Source: an optimization exercise on an open RTL-to-GDS flow (aim: small area, a short achievable clock period and few clock cycles). Production flows keep margins and buffers that such runs may drop.
Function was checked by simulation only, so behaviour that the tests miss may differ from the original.
Power and IR drop assume default switching activity.

File: design/flow/run.sh
#!/bin/bash
# synth_recipe.tcl (not shown) runs the flow's synth.tcl, then flattens the netlist and writes it again
# the make line also repeats each setting of config.mk as NAME=value (left out here)
make -C /OpenROAD-flow-scripts/flow DESIGN_CONFIG=/design/flow/config.mk WORK_HOME=/design/flow/orfs CLKGATE_MAP_FILE= SYNTH_SCRIPT=/design/flow/synth_recipe.tcl finish
File: design/flow/config.mk
export PLATFORM = sky130hd
export DESIGN_NAME = dotopt
export DESIGN_NICKNAME = dotopt
export VERILOG_FILES = /design/flow/design.v
export SDC_FILE = /design/flow/constraint.sdc
export NUM_CORES = 4
export LEC_CHECK = 0
export CAP_MARGIN = 20
export CORE_MARGIN = 2
export CORE_UTILIZATION = 45
export PLACE_DENSITY = 0.6
export SLEW_MARGIN = 20
File: design/flow/constraint.sdc
create_clock -name core_clock -period 12.0 [get_ports {clk}]
set_input_delay 2.4000 -clock core_clock [delete_from_list [all_inputs] [get_ports {clk}]]
set_output_delay 2.4000 -clock core_clock [all_outputs]
set_load 0.01 [all_outputs]
File: design/flow/design.v
module dotopt(input logic clk, input logic rst_n,
           output logic slave_waitrequest,
           input logic [3:0] slave_address,
           input logic slave_read, output logic [31:0] slave_readdata,
           input logic slave_write, input logic [31:0] slave_writedata,
           input logic master_waitrequest,
           output logic [31:0] master_address,
           output logic master_read, input logic [31:0] master_readdata, input logic master_readdatavalid,
           output logic master_write, output logic [31:0] master_writedata,
           input logic master2_waitrequest,
           output logic [31:0] master2_address,
           output logic master2_read, input logic [31:0] master2_readdata, input logic master2_readdatavalid,
           output logic master2_write, output logic [31:0] master2_writedata);
    logic [31:0] weight_base;
    logic [31:0] vector_base;
    logic [31:0] length;
    logic [31:0] addr_index;
    logic signed [31:0] temp_weight; 
    logic signed [31:0] temp_vector; 
    logic signed [63:0] product;     
    logic signed [31:0] sum;         
    enum{IDLE, READBOTH, WAITBOTH, COMPUTE, DONE} present_state;
    assign slave_readdata = (slave_read && slave_address == 4'd0) ? sum : 32'b0;
    assign master_writedata = 32'b0;
    assign master2_writedata = 32'b0;
	 assign product = temp_weight * temp_vector;
    always_ff @(posedge clk) begin
        if (~rst_n) begin
            present_state <= IDLE;
				slave_waitrequest <= 1'b0;
				master_write <= 1'b0;
				master2_write <= 1'b0;
				master_read <= 1'b0;
				master2_read <= 1'b0;
				addr_index <= 32'b0;
				weight_base <= 32'b0;
				vector_base <= 32'b0;
				length <= 32'b0;
		  end
        else begin
            case(present_state)
				IDLE: begin
                addr_index <= 32'd0;
                if (slave_write) begin
                    sum <= 32'b0;       
                    case(slave_address)
                    4'd0: begin 
                        present_state <= READBOTH;  
                        slave_waitrequest <= 1'b1;          
                    end
                    4'd2: weight_base <= slave_writedata;   
                    4'd3: vector_base <= slave_writedata;   
                    4'd5: length <= slave_writedata;        
                    endcase
                end
            end
            READBOTH: begin
                if (addr_index < length) begin
                    master_read <= 1'b1;
                    master2_read <= 1'b1;
                    master_address <= weight_base + addr_index * 4;
                    master2_address <= vector_base + addr_index * 4;
                    present_state <= WAITBOTH;
                end
                else
                    present_state <= DONE;
            end
            WAITBOTH: begin
                if (master_waitrequest == 1'b0 && master2_waitrequest == 1'b0) begin
                    if (master_readdatavalid == 1'b1 && master2_readdatavalid == 1'b1) begin
                        master_read <= 1'b0;
                        master2_read <= 1'b0;
                        temp_weight <= master_readdata;   
                        temp_vector <= master2_readdata;
                        present_state <= COMPUTE;
                    end
                end
            end
            COMPUTE: begin
                sum <= sum + product[47:16]; 
                present_state <= READBOTH;
                addr_index <= addr_index + 1; 
            end
            DONE: begin
                slave_waitrequest <= 1'b0;
                present_state <= IDLE;
            end
            endcase
        end
    end
endmodule
==> implementation parameters <==
Parameter                              Value

Power
  Switching part of the total power    27.4%
  Largest vdd supply drop    0.105 mV
  Power density of the placed cells    54.8 nW/µm²
  Internal power consumption    1.96 mW
  Switching power total    0.741 mW
  Relative contribution of combinational cells to total power    12.4%
  Clock power share    48.0%
  Portion of total power attributed to sequential cells    39.6%
  Total power draw    2.70 mW
  Leakage component of the power    23.0 nW

Yosys
  Post-synth top flop    sky130_fd_sc_hd__edfxtp_1
  Number of distinct library cell variants in the gate-level netlist after synthesis    79
  Area share of the largest cell type after synthesis    37.7%
  Syn Area/Cell    9.41 µm²
  Largest cells by area after synthesis    sky130_fd_sc_hd__fa_1 (38%), sky130_fd_sc_hd__edfxtp_1 (11%), sky130_fd_sc_hd__ha_1 (8.1%)
  Yosys warning total    1
  Cell type with the highest aggregate area in the netlist    sky130_fd_sc_hd__fa_1
  Count of flip-flops with a built-in enable after synthesis    160
  Library cell with the highest instance count after synthesis    sky130_fd_sc_hd__inv_1
  Async S/R FF share, synth    0%
  Portion of the post-synthesis area used by sequential elements    16.7%
  Combined area of all synthesized cells    44600 µm²
  Count of mapped cells out of synthesis    4745
  Total of flip-flops plus latches after synthesis    293
  Most instantiated cells after synthesis    sky130_fd_sc_hd__inv_1 (877), sky130_fd_sc_hd__fa_1 (841), sky130_fd_sc_hd__nand2_1 (679), sky130_fd_sc_hd__and2_1 (507), sky130_fd_sc_hd__ha_1 (288)

Clock network
  Clock transition at path regs    0.06 ns
  Hold Buf Count CTS    0
  Clock latency of the later-clocked register in the worst-skew pair    0.65 ns
  Largest buffer count on any clock path    3
  Clock Sink Count    293
  Quantity of gates resized following cts    0
  Maximum level of the CTS H-tree    2
  Setup bufs post-CTS    0
  Clock tree from TritonCTS    done
  Total CTS buffers    40
  Master cell of the clock root buffer    sky130_fd_sc_hd__clkbuf_16

Timing
  Unrepaired setup endpoints after global routing    no
  Top achievable clock speed    99.7 MHz
  Slew margin rel.    21.8%
  Number of hold-slack violations in the final timing report    0
  Max-slew violation total from the final report    0
  Skew final    0.0659 ns
  Period minus WS final    10.04 ns
  Crit share post-route    83.6%
  TNS Setup    0 ns
  Slew at the pin closest to its max-slew limit    1.17 ns
  Final setup violation count    0

Drt
  Wire length per cell    19.7 µm
  Number of DRC violations after detailed-routing iteration 0    1824
  Count of antenna-violating nets left after detailed routing    0
  Number of search-and-repair iterations in the first detailed-routing pass    5
  Overall via count from detail_route    31.8k
  Total wire length after detailed routing    122000 µm
  DRC violations left    0
  Number of vias per cell    5.16

Floorplan
  Die height    319 µm
  Top Ports    273
  Rows    115
  Core region area    98400 µm²
  Width of the die    319 µm
  Area of the die    102000 µm²
  Effective utilization at floorplan    45.4%

Finish
  Layout overhead on the synthesized area    10.2%
  Layout cell share with drive strength beyond 1    3.45%
  Total Nets Final    6078

Setup path
  Crit end category    flip-flop
  Startpoint types    flip-flop
  WP data required    12.38 ns
  Top fanout value on the critical path    24
  Crit-path most repeated cell    sky130_fd_sc_hd__fa_1
  Critical Path AT    10.41 ns
  Slowest cell on the critical path    sky130_fd_sc_hd__edfxtp_1
  Class of the most critical setup path    reg2reg
  Largest stage delay on the critical path    1.07 ns

Hold path
  Worst min path class    reg2reg

Global route
  Grt ovf    0
  First-pass GRT wire length    193000 µm
  Maximum number of pins on one net before global-route repair    86
  Total routing resource utilization after global routing    24.5%
  Initial antenna violation count    4
  Via count of the first global-routing pass    33.6k

Placed design
  Weighted congestion at the end of routability-driven global placement    0.886
  Total of buffers placed on input and output ports    206
  HPWL reported at the end of detailed placement    95900 µm

Run
  Max capacitance violation total    0

Run status
  Run status  no timing/DRC/antenna violations
worst paths after layout:
kind | startpoint | endpoint | slack [ns] | depth (start not counted)
worst max-delay path | temp_vector[10] | sum[29] | 1.96 | 36
worst min-delay path | weight_base[1] | master_address[1] | 0.43 | 0
worst max register to register | temp_vector[10] | sum[29] | 1.96 | 36
worst min register to register | weight_base[1] | master_address[1] | 0.43 | 0
area by class of cell:
cell class                 instances  area (µm²)
antenna                            2        5.00
timing repair buffer             274        2590
multi-input combinational       3355       32800
clock buffer                      54        1150
clock inverter                    20         231
sequential                       293        7470
fill                            9282       49200
inverter                         877        3290
tap                             1287        1610
placed cells by master, fill, tap and decap left out, types with 8 or more instances in the layout:
| cell | netlist | routed |
|---|---|---|
| sky130_fd_sc_hd__a211oi_1 | 16 | 16 |
| sky130_fd_sc_hd__a21boi_0 | 102 | 101 |
| sky130_fd_sc_hd__a21o_1 | 61 | 61 |
| sky130_fd_sc_hd__a21oi_1 | 118 | 118 |
| sky130_fd_sc_hd__and2_1 | 507 | 507 |
| sky130_fd_sc_hd__and3_1 | 55 | 54 |
| sky130_fd_sc_hd__buf_4 | 67 | 67 |
| sky130_fd_sc_hd__clkbuf_16 | 0 | 41 |
| sky130_fd_sc_hd__clkbuf_8 | 0 | 8 |
| sky130_fd_sc_hd__clkdlybuf4s50_1 | 0 | 204 |
| sky130_fd_sc_hd__clkinv_2 | 0 | 8 |
| sky130_fd_sc_hd__conb_1 | 1 | 66 |
| sky130_fd_sc_hd__dfxtp_1 | 133 | 133 |
| sky130_fd_sc_hd__edfxtp_1 | 160 | 160 |
| sky130_fd_sc_hd__fa_1 | 841 | 841 |
| sky130_fd_sc_hd__ha_1 | 288 | 288 |
| sky130_fd_sc_hd__inv_1 | 877 | 877 |
| sky130_fd_sc_hd__mux2i_1 | 8 | 8 |
| sky130_fd_sc_hd__nand2_1 | 679 | 679 |
| sky130_fd_sc_hd__nand2b_1 | 21 | 21 |
| sky130_fd_sc_hd__nand3_1 | 51 | 51 |
| sky130_fd_sc_hd__nand4_1 | 26 | 26 |
| sky130_fd_sc_hd__nor2_1 | 101 | 100 |
| sky130_fd_sc_hd__nor2b_1 | 22 | 22 |
| sky130_fd_sc_hd__nor3_1 | 14 | 13 |
| sky130_fd_sc_hd__o211ai_1 | 12 | 12 |
| sky130_fd_sc_hd__o21a_1 | 23 | 23 |
| sky130_fd_sc_hd__o21ai_0 | 81 | 81 |
| sky130_fd_sc_hd__o21bai_1 | 15 | 15 |
| sky130_fd_sc_hd__or3_1 | 9 | 8 |
| sky130_fd_sc_hd__xnor2_1 | 103 | 103 |
| sky130_fd_sc_hd__xor2_1 | 39 | 39 |
registers in the layout (all words and copies together) (netlist names):
signal / flops
temp_weight: 32
slave_waitrequest: 1
addr_index: 32
present_state: 3
weight_base: 32
sum: 32
master2_address: 32
temp_vector: 32
master_address: 32
length: 32
master2_read: 1
vector_base: 32
power groups by stage:
stage               clock [mW]  combinational [mW]  sequential [mW]
floorplan                    0               0.241             1.09
global route              1.36               0.374             1.07
global placement             0               0.333             1.09
CTS                       1.33               0.337             1.07
detailed placement           0               0.334             1.09
finish                    1.29               0.336             1.07
routing by layer:
metal / global-route usage, % / part of all wire [%] / routed length, µm
met1: 31.9 / 42 / 51500
met2: 42.3 / 50 / 61100
met3: 2.53 / 3.6 / 4400
met4: 8.73 / 3.8 / 4570
met5: 0 / 0 / 0
cells by family after synthesis:
logic type	synth area share, %
AND/OR/NAND/NOR	16.9
buffers and inverters	10.3
adder cells (fa/ha/maj)	45.8
AO/OA/AOI/OAI	7.32
flip-flops	16.7
XOR/XNOR	2.79
multiplexers	0.179
other	0.00840
per-stage QoR:
stage / instances / util, % / worst slack (ns) / hold WS, ns / area [µm²]
3_3_place_gp: 6084 / 48.5 / 2.09 / 0.412 / 47800
3_5_place_dp: 6084 / 48.5 / 1.98 / 0.417 / 47800
4_1_cts: 6158 / 49.9 / 2.00 / 0.432 / 49200
5_1_grt: 6161 / 50.0 / 1.42 / 0.441 / 49200
6_report: 6162 / 50.0 / 1.96 / 0.433 / 49200
2_1_floorplan: 4810 / - / 1.78 / 0.408 / 44900
worst max-delay path: cells and delay by family, from the launching register on:
family	cells	cell delay, ns
XOR/XNOR	2	0.32
buffers and inverters	6	0.58
adder cells (fa/ha/maj)	10	3.83
AO/OA/AOI/OAI	13	2.94
flip-flops	1	1.07
AND/OR/NAND/NOR	5	0.96
Testbench counts, summed over its fixed seeds: cycles 111,648.

-- separate check: timing with driven ports --
The flow's constraints put no driver on any port. The routed layout listed below was extracted and timed again, unchanged, in two steps.
Step 1, drivers: a clkbuf_16 drives clk and a buf_2 each remaining input, both assumed.
Step 2 times the ports against the registers' clock, not the clock port: input delays grow and output delays shrink by t, the midpoint of the rising clock arrivals with the driver on.
Three values: ideal ports, drivers, drivers and shift; two values: the first two.
t (ns): 0.689
setup WS [ns]: 1.965 / 1.965 / 1.965
latest minus earliest clock arrival (ns): 0.067 / 0.068
worst register clock-pin slew, ns: 0.07 / 0.07
After both steps setup and hold are still met in this run. The setup slack of this run moves by 0.000 ns with the drivers and by 0.000 ns with both steps.
